This is an optimization exercise on Yosys and OpenROAD, whose aim is small area, a short achievable clock period and few clock cycles per item, not a production implementation. Where RTL was checked, it was by simulation tests only, not by an equivalence proof against the original. No activity file was given, so power comes from the tool's default toggle rates.

P:
==> flow/design.v (excerpt) <==
module action_config
#(parameter
    C_S_AXI_ADDR_WIDTH = 16,
    C_S_AXI_DATA_WIDTH = 32
)(
    input                                   clk                   ,
    input                                   resetn                 ,
    input  wire [C_S_AXI_ADDR_WIDTH-1:0]   s_axi_AWADDR,
    input  wire                            s_axi_AWVALID,
    output wire                            s_axi_AWREADY,
    input  wire [C_S_AXI_DATA_WIDTH-1:0]   s_axi_WDATA,
    input  wire [C_S_AXI_DATA_WIDTH/8-1:0] s_axi_WSTRB,
    input  wire                            s_axi_WVALID,
    output wire                            s_axi_WREADY,
    output wire [1:0]                      s_axi_BRESP,
    output wire                            s_axi_BVALID,
    input  wire                            s_axi_BREADY,
    input  wire [C_S_AXI_ADDR_WIDTH-1:0]   s_axi_ARADDR,
    input  wire                            s_axi_ARVALID,
    output wire                            s_axi_ARREADY,
    output wire [C_S_AXI_DATA_WIDTH-1:0]   s_axi_RDATA,
    output wire [1:0]                      s_axi_RRESP,
    output wire                            s_axi_RVALID,
    input  wire                            s_axi_RREADY,
    output reg [31:0]                      data_collection_mode     ,
    output reg [47:0]                      fpga_mac_addr            ,
    output reg [31:0]                      fpga_ipv4_addr           ,
    output reg [31:0]                      one_over_energy          ,
    output reg [31:0]                      frames_per_trigger       ,
    output reg [7:0]                       nmodules                 ,
    output reg [3:0]                       nstorage_cells           ,
  ...
export LEC_CHECK = 0
export CAP_MARGIN = 20
export CORE_MARGIN = 2
export CORE_UTILIZATION = 40
export SLEW_MARGIN = 20
create_clock -name core_clock -period 4.0 [get_ports {clk}]
run.sh (not shown) runs the stock make flow with config.mk's settings and CLKGATE_MAP_FILE= SYNTH_SCRIPT=/design/flow/synth_recipe.tcl, a recipe that flattens the netlist after the stock synthesis.
Testbench counts of P, summed over its fixed seeds: cycles 2,995, transactions 4,800.
Input changes introduced in Q (baseline for comparison: P):
- SETUP_SLACK_MARGIN: unset -> 1.5
==> flow/flow/run.sh (new file) <==
#!/bin/bash
# Standard ORFS flow, with small port buffers and no CTS dummy loads.
set -e
cp standard.sh standard.sh.txt 2>/dev/null || true
export BUFFER_PORTS_ARGS="-buffer_cell sky130_fd_sc_hd__buf_1"
export CTS_ARGS="-sink_clustering_enable -repair_clock_nets -dont_use_dummy_load"
bash standard.sh > standard.log 2>&1
==> flow/standard.sh (new file) <==
#!/bin/bash
# synth_recipe.tcl (not shown) runs the flow's synth.tcl, then flattens the netlist and writes it again
# the make line also repeats each setting of config.mk as NAME=value (left out here)
make -C /OpenROAD-flow-scripts/flow DESIGN_CONFIG=/design/flow/config.mk WORK_HOME=/design/flow/orfs CLKGATE_MAP_FILE= SYNTH_SCRIPT=/design/flow/synth_recipe.tcl "${@:-finish}"
removed: flow/run.sh
## What came out
Commonest non-fill, non-tap cell in the layout: sky130_fd_sc_hd__clkdlybuf4s50_1 -> P, sky130_fd_sc_hd__buf_1 -> Q. Final non-filler cell area came out lower on Q than on P. Against P, last weighted congestion value of the routability-driven placer in Q rose by a few percent. The met3 track demand over resource in global routing of P and that of Q are within noise of each other. Re final setup slack of the worst path: Q is 0.89 ns up on P. Re wire length of the first global-routing pass: P was higher than Q.

========
== run a ==
action_config, a different RTL version from the one above (not shown whole).
For scale: about 1,400 cells after synthesis, ~670 flip-flops, roughly 25,000 µm² of cells after synthesis.
export LEC_CHECK = 0
export CAP_MARGIN = 20
export CORE_MARGIN = 2
export CORE_UTILIZATION = 55
export SETUP_SLACK_MARGIN = 1.8
export SLEW_MARGIN = 20
create_clock -name core_clock -period 4.0 [get_ports {clk}]
standard.sh (not shown) runs the stock make flow with config.mk's settings and CLKGATE_MAP_FILE= SYNTH_SCRIPT=/design/flow/synth_recipe.tcl, a recipe that flattens the netlist after the stock synthesis.
==> flow/flow/run.sh <==
#!/bin/bash
# Standard ORFS flow, with small port buffers and no CTS dummy loads.
set -e
export BUFFER_PORTS_ARGS="-buffer_cell sky130_fd_sc_hd__buf_1"
export CTS_ARGS="-sink_clustering_enable -repair_clock_nets -dont_use_dummy_load"
bash standard.sh > standard.log 2>&1
Run a has completed all stages; timing, DRC and antenna checks passed.
Changes in run b relative to run a:
==> flow/flow/run.sh <==
#!/bin/bash
# Standard ORFS flow, with small port buffers, larger clock sink clusters and no CTS dummy loads.
set -e
export BUFFER_PORTS_ARGS="-buffer_cell sky130_fd_sc_hd__buf_1"
export CTS_ARGS="-sink_clustering_enable -repair_clock_nets -dont_use_dummy_load -sink_clustering_size 24 -sink_clustering_max_diameter 120"
bash standard.sh > standard.log 2>&1
==> run summary <==
Measured slew at the worst slew-check pin for run b is higher than for run a.
From run a to run b the numbers moved as follows: wire length now sits lower, post-route clock period utilization now sits lower, register-to-register slack now sits higher, count of endpoints failing setup in the final report now sits at about the same level, total power now sits lower.
Changes observed in run b relative to run a: fraction of power consumed by the clock network now smaller, design area decreased by 3.3% relative to the old numbers.
Function was not checked in any run of this note: the RTL went through the layout flow alone.

========
## job 101
action_config, a different RTL version from the one above (not shown whole).
Size: roughly 1600 cells after synthesis, ~670 flip-flops, about 26000 sq um of cells after synthesis.
// action_config
module action_config
#(parameter
    C_S_AXI_ADDR_WIDTH = 16,
    C_S_AXI_DATA_WIDTH = 32
)(
    input                                   clk                   ,
    input                                   resetn                 ,
    input  wire [C_S_AXI_ADDR_WIDTH-1:0]   s_axi_AWADDR,
    input  wire                            s_axi_AWVALID,
    output wire                            s_axi_AWREADY,
    input  wire [C_S_AXI_DATA_WIDTH-1:0]   s_axi_WDATA,
    input  wire [C_S_AXI_DATA_WIDTH/8-1:0] s_axi_WSTRB,
    input  wire                            s_axi_WVALID,
    output wire                            s_axi_WREADY,
    output wire [1:0]                      s_axi_BRESP,
    output wire                            s_axi_BVALID,
    input  wire                            s_axi_BREADY,
    input  wire [C_S_AXI_ADDR_WIDTH-1:0]   s_axi_ARADDR,
    input  wire                            s_axi_ARVALID,
    output wire                            s_axi_ARREADY,
    output wire [C_S_AXI_DATA_WIDTH-1:0]   s_axi_RDATA,
    output wire [1:0]                      s_axi_RRESP,
    output wire                            s_axi_RVALID,
    input  wire                            s_axi_RREADY,
    output reg [31:0]                      data_collection_mode     ,
    output reg [47:0]                      fpga_mac_addr            ,
    output reg [31:0]                      fpga_ipv4_addr           ,
  ...
export LEC_CHECK = 0
export CAP_MARGIN = 20
export CORE_MARGIN = 2
export CORE_UTILIZATION = 50
export PLACE_DENSITY = 0.85
export SETUP_SLACK_MARGIN = 2.0
export SLEW_MARGIN = 60
export TNS_END_PERCENT = 0
create_clock -name core_clock -period 4.0 [get_ports {clk}]
==> flow/flow/run.sh <==
#!/bin/bash
# Standard ORFS flow, with small port buffers, large clock sink clusters and no CTS dummy loads.
set -e
export BUFFER_PORTS_ARGS="-buffer_cell sky130_fd_sc_hd__buf_1"
export CTS_ARGS="-sink_clustering_enable -repair_clock_nets -dont_use_dummy_load -sink_clustering_size 25 -sink_clustering_max_diameter 80"
bash standard.sh > standard.log 2>&1
Testbench counts of job 101, summed over its fixed seeds: cycles 2,995, transactions 4,800.
Setup changes, job 101 to job 102
==> flow/flow/run.sh <==
#!/bin/bash
# Standard ORFS flow, with small port buffers, large clock sink clusters and no CTS dummy loads.
set -e
export BUFFER_PORTS_ARGS="-buffer_cell sky130_fd_sc_hd__buf_1"
export CTS_ARGS="-sink_clustering_enable -repair_clock_nets -dont_use_dummy_load -sink_clustering_size 16 -sink_clustering_max_diameter 60 -root_buf sky130_fd_sc_hd__clkbuf_16 -buf_list sky130_fd_sc_hd__clkbuf_8"
bash standard.sh > standard.log 2>&1
diff --git a/flow/config.mk b/flow/config.mk
--- a/flow/config.mk
+++ b/flow/config.mk
@@ -9,5 +9,5 @@
 export CORE_MARGIN = 2
 export CORE_UTILIZATION = 50
-export PLACE_DENSITY = 0.85
+export PLACE_DENSITY = 0.7
 export SETUP_SLACK_MARGIN = 2.0
 export SLEW_MARGIN = 60
[summary]
Compared job 102 against job 101; cell count within noise.
Of job 102 and job 101, the run reporting the lower global-route total usage across every layer was job 102.
Per the comparison of job 102 with job 101, average via count per standard cell dropped 1.1%, switching power total now sits at about the same level, core utilization lost 1.1 points, maximum frequency now sits higher.
Edits applied to the flow inputs when going from job 102 to job 103:
==> flow/flow/run.sh <==
#!/bin/bash
# Standard ORFS flow, with small port buffers, large clock sink clusters and no CTS dummy loads.
set -e
export BUFFER_PORTS_ARGS="-buffer_cell sky130_fd_sc_hd__buf_1"
export CTS_ARGS="-sink_clustering_enable -repair_clock_nets -dont_use_dummy_load -sink_clustering_size 20 -sink_clustering_max_diameter 60 -root_buf sky130_fd_sc_hd__clkbuf_16 -buf_list sky130_fd_sc_hd__clkbuf_8"
bash standard.sh > standard.log 2>&1
diff --git a/flow/config.mk b/flow/config.mk
--- a/flow/config.mk
+++ b/flow/config.mk
@@ -9,5 +9,5 @@
 export CORE_MARGIN = 2
 export CORE_UTILIZATION = 50
-export PLACE_DENSITY = 0.7
+export PLACE_DENSITY = 0.75
 export SETUP_SLACK_MARGIN = 2.0
 export SLEW_MARGIN = 60
==> comparison <==
Synthesis-to-layout area growth was lower in the run labelled job 103. Higher maximum clock skew at final layout goes to job 103 over job 102. Delta(utilization, job 103 - job 102) < 0. The relative max-transition margin in job 103 was higher than what job 102 gave.
Relative to job 103, the following input files were edited for job 104:
==> flow/flow/run.sh <==
#!/bin/bash
# Standard ORFS flow, with small port buffers, large clock sink clusters and no CTS dummy loads.
set -e
export BUFFER_PORTS_ARGS="-buffer_cell sky130_fd_sc_hd__buf_1"
export CTS_ARGS="-sink_clustering_enable -repair_clock_nets -dont_use_dummy_load -sink_clustering_size 12 -sink_clustering_max_diameter 50 -root_buf sky130_fd_sc_hd__clkbuf_16 -buf_list sky130_fd_sc_hd__clkbuf_8"
bash standard.sh > standard.log 2>&1
## What came out
Job 104 reached the final stage; the timing, DRC and antenna checks on its layout passed.
Of job 104 and job 103, the run reporting the higher portion of total power attributed to the clock network was job 104.
Reported for job 104 and job 103, cell count after placement turned out identical to the last digit.
Against job 103 as the reference, job 104 delivers a higher area added between synthesis and finish.
| portion of the clock cycle consumed by the worst path in the final layout | job 104 vs job 103 | 0.66 points higher |
Comparing the two runs side by side, job 104 comes out behind job 103 on worst setup slack after layout.
Across both runs, total via count after detailed routing was higher for job 104 than for job 103.
Endpoint arrival time on the critical path for job 104: 1.13 ns up relative to job 103

-- port drivers added, routing unchanged --
Ports are ideal in the flow. The routed layouts listed here were re-timed in OpenROAD.
Step 1 (the two cells are an assumption about what drives the block):
set clk [get_ports {clk}]
set_driving_cell -lib_cell sky130_fd_sc_hd__clkbuf_16 $clk
set_driving_cell -lib_cell sky130_fd_sc_hd__buf_2 [delete_from_list [all_inputs] $clk]
Step 2 adds t to the input delays and takes it off the output delays; t is the mean of the earliest and latest rising clock arrival at the registers after step 1. Input paths then give back, and output paths get back, about the clock's delay inside the block.
a / b / c = ideal ports / drivers / drivers and shift; a / b = the first two.
run | t, ns | setup slack, ns | worst setup path after step 2 | worst data-port slew with drivers (ns)
P | 0.654 | 0.511 / 0.532 / -0.122 | input to register | 0.14
Q | 0.656 | 1.401 / 1.359 / 0.702 | input to register | 0.15
run a | 0.647 | 1.000 / 1.020 / 0.374 | input to register | 0.18
run b | 0.680 | 1.076 / 1.097 / 0.417 | input to register | 0.18
job 101 | 0.619 | 1.815 / 1.618 / 0.999 | input to register | 0.25
job 102 | 0.629 | 1.837 / 1.783 / 1.153 | input to register | 0.19
job 103 | 0.620 | 1.914 / 1.782 / 1.162 | input to register | 0.20
job 104 | 0.623 | 1.888 / 1.707 / 1.084 | input to register | 0.24
Met with ideal ports but missed after step 2: setup timing in P. The setup slack of job 101, which loses most, moves by -0.197 ns with the drivers and by -0.816 ns with both steps.
